What follows belongs to an exercise in optimizing a design on an open flow for small area, a short achievable clock period and few clock cycles; a production flow would make more cautious choices.
At most, simulation tests tie the RTL to the original design; equivalence was not proved.
No activity file was given, so power comes from the tool's default toggle rates.

==> inputs of run a <==
Design LBP, start of the top module:
module LBP(
	clk,
	reset,
	gray_addr,
	gray_req,
	gray_ready,
	gray_data,
	lbp_addr,
	lbp_valid,
	lbp_data,
	finish
);
input clk;
input reset;
input gray_ready;
input [7:0] gray_data;
output [13:0] gray_addr;
output reg gray_req;
output reg [13:0] lbp_addr;
output reg lbp_valid;
output reg [7:0] lbp_data;
output reg finish;
localparam S  = 8;         
localparam H  = S - 2;     
localparam IW = 3;         
reg [6:0] row;
reg [6:0] col;
reg [IW-1:0] ri;           
assign gray_addr = {row, col};
wire run      = gray_ready & gray_req;
wire col_end  = (ri == S-1);
wire last     = col_end & (col == 7'd127) & (row == 7'd127);
always @(posedge clk or posedge reset) begin
	if (reset) begin
		row <= 7'd0;
		col <= 7'd0;
		ri  <= {IW{1'b0}};
	end
	else if (run) begin
		if (col_end) begin
			ri  <= {IW{1'b0}};
			col <= col + 7'd1;
			if (col == 7'd127) row <= row - 7'd1;           
			else               row <= row - (S - 1);       
		end
		else begin
			ri  <= ri + 1'b1;
			row <= row + 7'd1;
		end
	end
end
reg [7:0] x;
reg [7:0] p [1:S+1];
integer k;
always @(posedge clk) begin
	x    <= gray_data;
	p[1] <= x;
	for (k = 2; k <= S + 1; k = k + 1) p[k] <= p[k-1];
end
function ge8;
	input [7:0] a;
	input [7:0] b;
	integer j;
	reg r;
	begin
		r = 1'b1;
		for (j = 0; j < 8; j = j + 1)
			r = (a[j] & ~b[j]) | (a[j] & r) | (~b[j] & r);
		ge8 = r;
	end
endfunction
wire n_up = ge8(p[1], x);    
  ...
==> module LBP, before the edit <==
module LBP(
	clk,
	reset,
	gray_addr,
	gray_req,
	gray_ready,
	gray_data,
	lbp_addr,
	lbp_valid,
	lbp_data,
	finish
);
input clk;
input reset;
input gray_ready;
input [7:0] gray_data;
output [13:0] gray_addr;
output reg gray_req;
output reg [13:0] lbp_addr;
output reg lbp_valid;
output reg [7:0] lbp_data;
output reg finish;
localparam S  = 8;         
localparam H  = S - 2;     
localparam IW = 3;         
reg [6:0] row;
reg [6:0] col;
reg [IW-1:0] ri;           
assign gray_addr = {row, col};
wire run      = gray_ready & gray_req;
wire col_end  = (ri == S-1);
wire last     = col_end & (col == 7'd127) & (row == 7'd127);
always @(posedge clk or posedge reset) begin
	if (reset) begin
		row <= 7'd0;
		col <= 7'd0;
		ri  <= {IW{1'b0}};
	end
	else if (run) begin
		if (col_end) begin
			ri  <= {IW{1'b0}};
			col <= col + 7'd1;
			if (col == 7'd127) row <= row - 7'd1;           
			else               row <= row - (S - 1);       
		end
		else begin
			ri  <= ri + 1'b1;
			row <= row + 7'd1;
		end
	end
end
reg [7:0] x;
reg [7:0] p [1:S+1];
integer k;
always @(posedge clk) begin
	x    <= gray_data;
	p[1] <= x;
	for (k = 2; k <= S + 1; k = k + 1) p[k] <= p[k-1];
end
function ge8;
	input [7:0] a;
	input [7:0] b;
	integer j;
	reg r;
	begin
		r = 1'b1;
		for (j = 0; j < 8; j = j + 1)
			r = (a[j] & ~b[j]) | (a[j] & r) | (~b[j] & r);
		ge8 = r;
	end
endfunction
wire n_up = ge8(p[1], x);    
wire n_dl = ge8(p[S-1], x);    
wire n_l = ge8(p[S], x);    
wire n_ul = ge8(p[S+1], x);    
wire c_up = ge8(x, p[1]);      
wire c_dl = ge8(x, p[S-1]);    
wire c_l = ge8(x, p[S]);      
wire c_ul = ge8(x, p[S+1]);    
reg [3:0] q1;
reg [4:0] qm [2:S-1];
reg [5:0] qs;
reg [6:0] qs1;
always @(posedge clk) begin
	q1 <= {n_dl, n_l, n_up, n_ul};
	qm[2] <= {c_up, q1};
	for (k = 3; k <= S - 1; k = k + 1) qm[k] <= qm[k-1];
	qs  <= {c_dl, qm[S-1]};
	qs1 <= {c_l, qs};
end
wire [7:0] code = {c_ul, qs1[4], qs1[3], qs1[6], qs1[2], qs1[5], qs1[1], qs1[0]};
wire       new_col = (ri == {IW{1'b0}});
wire [6:0] c_row   = ~new_col ? row - 7'd2 :
                     (col == 7'd0) ? row : row + (S - 2);
wire [6:0] c_col   = new_col ? col - 7'd2 : col - 7'd1;
always @(posedge clk) begin
	lbp_data <= code;
	lbp_addr <= {c_row, c_col};
end
reg x_valid;
always @(posedge clk or posedge reset) begin
	if (reset) begin
		x_valid   <= 1'b0;
		lbp_valid <= 1'b0;
		finish    <= 1'b0;
		gray_req  <= 1'b1;
	end
	else begin
		x_valid   <= run & (ri >= 2) & (col >= 7'd2);
		lbp_valid <= x_valid;
		if (run & last) gray_req <= 1'b0;
		if (~gray_req)  finish   <= 1'b1;
	end
end
endmodule
make LEC_CHECK=0 CAP_MARGIN=20 CORE_MARGIN=2 CORE_UTILIZATION=65 CTS_BUF_LIST=sky130_fd_sc_hd__clkbuf_8 SETUP_SLACK_MARGIN=3 SLEW_MARGIN=20 finish   # period 5.0 ns
run.sh (not shown) runs the stock make flow with config.mk's settings and CLKGATE_MAP_FILE= SYNTH_SCRIPT=/design/flow/synth_recipe.tcl, a recipe that flattens the netlist after the stock synthesis.
==> run b: changes against run a <==
==> flow/design.v (replaced) <==
`timescale 1ns/10ps
module LBP(
	clk,
	reset,
	gray_addr,
	gray_req,
	gray_ready,
	gray_data,
	lbp_addr,
	lbp_valid,
	lbp_data,
	finish
);
input clk;
input reset;
input gray_ready;
input [7:0] gray_data;
output [13:0] gray_addr;
output reg gray_req;
output reg [13:0] lbp_addr;
output reg lbp_valid;
output reg [7:0] lbp_data;
output reg finish;
localparam S  = 8;         
localparam H  = S - 2;     
localparam IW = 3;         
reg [6:0] row;
reg [6:0] col;
reg [IW-1:0] ri;           
assign gray_addr = {row, col};
wire col_end = (ri == S-1);
wire last    = (col == 7'd127) & (row == 7'd127);    
always @(posedge clk) begin
	if (~gray_req) begin
		row <= 7'd0;
		col <= 7'd0;
		ri  <= {IW{1'b0}};
	end
	else begin
		ri <= ri + 1'b1;                                    
		if (col_end) begin
			col <= col + 7'd1;
			if (col == 7'd127) row <= row - 7'd1;           
			else               row <= row - (S - 1);       
		end
		else row <= row + 7'd1;
	end
end
reg [7:0] p [1:S+1];
integer k;
always @(posedge clk) begin
	p[1] <= gray_data;
	for (k = 2; k <= S + 1; k = k + 1) p[k] <= p[k-1];
end
function ge8;
	input [7:0] a;
	input [7:0] b;
	integer j;
	reg r;
	begin
		r = 1'b1;
		for (j = 0; j < 8; j = j + 1)
			r = (a[j] & ~b[j]) | (a[j] & r) | (~b[j] & r);
		ge8 = r;
	end
endfunction
wire [7:0] x = gray_data;
wire [7:0] c = p[S+1];
wire c_dr  = ge8(x,    c);     
wire c_r   = ge8(p[1], c);     
wire c_ur  = ge8(p[2], c);     
wire c_d   = ge8(p[S], c);     
wire x_ul  = ge8(c, x);        
wire r_l   = ge8(c, p[1]);     
wire ur_dl = ge8(c, p[2]);     
wire d_u   = ge8(c, p[S]);     
reg       q1;
reg [1:0] q2;
reg [2:0] qm [3:S];
reg [3:0] qs1;
always @(posedge clk) begin
	q1    <= x_ul;
	q2    <= {r_l, q1};
	qm[3] <= {ur_dl, q2};
	for (k = 4; k <= S; k = k + 1) qm[k] <= qm[k-1];
	qs1   <= {d_u, qm[S]};
end
wire [7:0] code = {c_dr, c_d, qs1[2], c_r, qs1[1], c_ur, qs1[3], qs1[0]};
always @(posedge clk) begin
	lbp_data <= code;
	lbp_addr <= {row - 7'd1, col - 7'd1};
end
always @(posedge clk or posedge reset) begin
	if (reset) begin
		lbp_valid <= 1'b0;
		finish    <= 1'b0;
		gray_req  <= 1'b0;
	end
	else begin
		gray_req  <= gray_ready;
		lbp_valid <= gray_req & ~finish & (ri >= 2) & (col >= 7'd2);
		if (gray_req & last) finish <= 1'b1;
	end
end
endmodule
==> flow/flow/run.sh (new file) <==
#!/bin/bash
# Standard ORFS flow, with port buffers and timing repair free to use any
# buffer/gate size instead of only same-footprint swaps, and a clock tree
# built without dummy balancing loads.
set -euo pipefail
export CTS_ARGS="-sink_clustering_enable -repair_clock_nets -buf_list sky130_fd_sc_hd__clkbuf_4 -root_buf sky130_fd_sc_hd__clkbuf_16 -dont_use_dummy_load"
bash standard.sh MATCH_CELL_FOOTPRINT=0 "BUFFER_PORTS_ARGS=-buffer_cell sky130_fd_sc_hd__buf_1" finish > standard_flow.log 2>&1
==> flow/standard.sh (new file) <==
#!/bin/bash
# synth_recipe.tcl (not shown) runs the flow's synth.tcl, then flattens the netlist and writes it again
# the make line also repeats each setting of config.mk as NAME=value (left out here)
make -C /OpenROAD-flow-scripts/flow DESIGN_CONFIG=/design/flow/config.mk WORK_HOME=/design/flow/orfs CLKGATE_MAP_FILE= SYNTH_SCRIPT=/design/flow/synth_recipe.tcl "${@:-finish}"
--- a/flow/config.mk
+++ b/flow/config.mk
@@ -8,6 +8,6 @@
 export CAP_MARGIN = 20
 export CORE_MARGIN = 2
 export CORE_UTILIZATION = 65
-export CTS_BUF_LIST = sky130_fd_sc_hd__clkbuf_8
+export CTS_BUF_LIST = sky130_fd_sc_hd__clkbuf_4
 export SETUP_SLACK_MARGIN = 3
 export SLEW_MARGIN = 20
removed: flow/run.sh
==> run c: changes against run a <==
==> flow/design.v (replaced) <==
`timescale 1ns/10ps
module LBP(
	clk,
	reset,
	gray_addr,
	gray_req,
	gray_ready,
	gray_data,
	lbp_addr,
	lbp_valid,
	lbp_data,
	finish
);
input clk;
input reset;
input gray_ready;
input [7:0] gray_data;
output [13:0] gray_addr;
output reg gray_req;
output reg [13:0] lbp_addr;
output reg lbp_valid;
output reg [7:0] lbp_data;
output reg finish;
localparam S  = 8;         
localparam H  = S - 2;     
localparam IW = 3;         
reg [6:0] row;
reg [6:0] col;
reg [IW-1:0] ri;           
assign gray_addr = {row, col};
wire col_end = (ri == S-1);
wire last    = (col == 7'd127) & (row == 7'd127);    
always @(posedge clk) begin
	if (~gray_ready) begin
		row <= 7'd0;
		col <= 7'd0;
		ri  <= {IW{1'b0}};
	end
	else begin
		ri <= ri + 1'b1;                                    
		if (col_end) begin
			col <= col + 7'd1;
			if (col == 7'd127) row <= row - 7'd1;           
			else               row <= row - (S - 1);       
		end
		else row <= row + 7'd1;
	end
end
reg [7:0] p [1:S+1];
integer k;
always @(posedge clk) begin
	p[1] <= gray_data;
	for (k = 2; k <= S + 1; k = k + 1) p[k] <= p[k-1];
end
function ge8;
	input [7:0] a;
	input [7:0] b;
	integer j;
	reg r;
	begin
		r = 1'b1;
		for (j = 0; j < 8; j = j + 1)
			r = (a[j] & ~b[j]) | (a[j] & r) | (~b[j] & r);
		ge8 = r;
	end
endfunction
wire [7:0] x = gray_data;
wire [7:0] c = p[S+1];
wire c_dr  = ge8(x,    c);     
wire c_r   = ge8(p[1], c);     
wire c_ur  = ge8(p[2], c);     
wire c_d   = ge8(p[S], c);     
wire x_ul  = ge8(c, x);        
wire r_l   = ge8(c, p[1]);     
wire ur_dl = ge8(c, p[2]);     
wire d_u   = ge8(c, p[S]);     
reg       q1;
reg [1:0] q2;
reg [2:0] qm [3:S];
reg [3:0] qs1;
always @(posedge clk) begin
	q1    <= x_ul;
	q2    <= {r_l, q1};
	qm[3] <= {ur_dl, q2};
	for (k = 4; k <= S; k = k + 1) qm[k] <= qm[k-1];
	qs1   <= {d_u, qm[S]};
end
wire [7:0] code = {c_dr, c_d, qs1[2], c_r, qs1[1], c_ur, qs1[3], qs1[0]};
always @(posedge clk) begin
	lbp_data <= code;
	lbp_addr <= {row - 7'd1, col - 7'd1};
end
always @(posedge clk or posedge reset) begin
	if (reset) begin
		lbp_valid <= 1'b0;
		finish    <= 1'b0;
		gray_req  <= 1'b1;
	end
	else begin
		lbp_valid <= gray_ready & ~finish & (ri >= 2) & (col >= 7'd2);
		if (gray_ready & last) begin
			finish   <= 1'b1;
			gray_req <= 1'b0;
		end
	end
end
endmodule
==> flow/flow/run.sh (new file) <==
#!/bin/bash
# Standard ORFS flow, with port buffers and timing repair free to use any
# buffer/gate size instead of only same-footprint swaps.
set -euo pipefail
bash standard.sh MATCH_CELL_FOOTPRINT=0 "BUFFER_PORTS_ARGS=-buffer_cell sky130_fd_sc_hd__buf_1" finish > standard_flow.log 2>&1
==> flow/standard.sh (new file) <==
#!/bin/bash
# synth_recipe.tcl (not shown) runs the flow's synth.tcl, then flattens the netlist and writes it again
# the make line also repeats each setting of config.mk as NAME=value (left out here)
make -C /OpenROAD-flow-scripts/flow DESIGN_CONFIG=/design/flow/config.mk WORK_HOME=/design/flow/orfs CLKGATE_MAP_FILE= SYNTH_SCRIPT=/design/flow/synth_recipe.tcl "${@:-finish}"
removed: flow/run.sh
==> notes.md <==
item                                                           run c                    run b                    run a
Outcome                                      complete, no violations  complete, no violations  complete, no violations
Syn_nets                                                         395                      396                      462
Static leakage power                                         2.15 nW                  1.94 nW                  2.91 nW
Average cell area after synthesis                           11.6 um2                 11.6 um2                 12.3 um2
Adder-cell share of the synthesized area                       6.81%                    7.09%                    8.42%
Sw power                                                    0.540 mW                 0.406 mW                 0.641 mW
Part of the power in registers                                 55.3%                    66.5%                    58.9%
Origin of the worst min-delay path                           p[5][1]                  p[3][7]                 qm[4][2]
Comb group                                                  0.126 mW                 0.128 mW                0.0902 mW
Footprint of the multi-input gates                       0.00147 mm2              0.00149 mm2              0.00190 mm2
Required @ worst endpoint                                    4000 ps                  5260 ps                  5340 ps
Number of buffers added for setup after CTS                        3                        0                       26
Final std cells w/o fill                                         537                      511                      656
HPWL after DPL                                               4760 um                  4750 um                  5900 um
Testbench counts of run b, summed over its fixed seeds: cycles 64,518.
Function not checked in run a and run c: the RTL went through the layout flow alone.

==> what the ideal ports hide <==
How much do the figures lean on ideal ports? The routed layouts below were timed once more, with nothing changed but the port constraints.
Step 1, drivers: a clkbuf_16 drives clk and a buf_2 each remaining input, both assumed.
Step 2 times the ports against the registers' clock, not the clock port: input delays grow and output delays shrink by t, the midpoint of the rising clock arrivals with the driver on.
a / b / c = ideal ports / drivers / drivers and shift; a / b = the first two.
| run | t, ns | setup slack, ns | hold WS [ns] |
|---|---|---|---|
| run a | 0.472 | 2.652 / 2.652 / 2.259 | 0.327 / 0.327 / 0.327 |
| run b | 0.374 | 3.057 / 3.032 / 2.692 | 0.313 / 0.313 / 0.313 |
| run c | 0.455 | 2.922 / 2.894 / 2.690 | 0.322 / 0.322 / 0.322 |
After both steps setup and hold are still met in every run listed. The setup slack of run a, which loses most, moves by 0.000 ns with the drivers and by -0.393 ns with both steps.
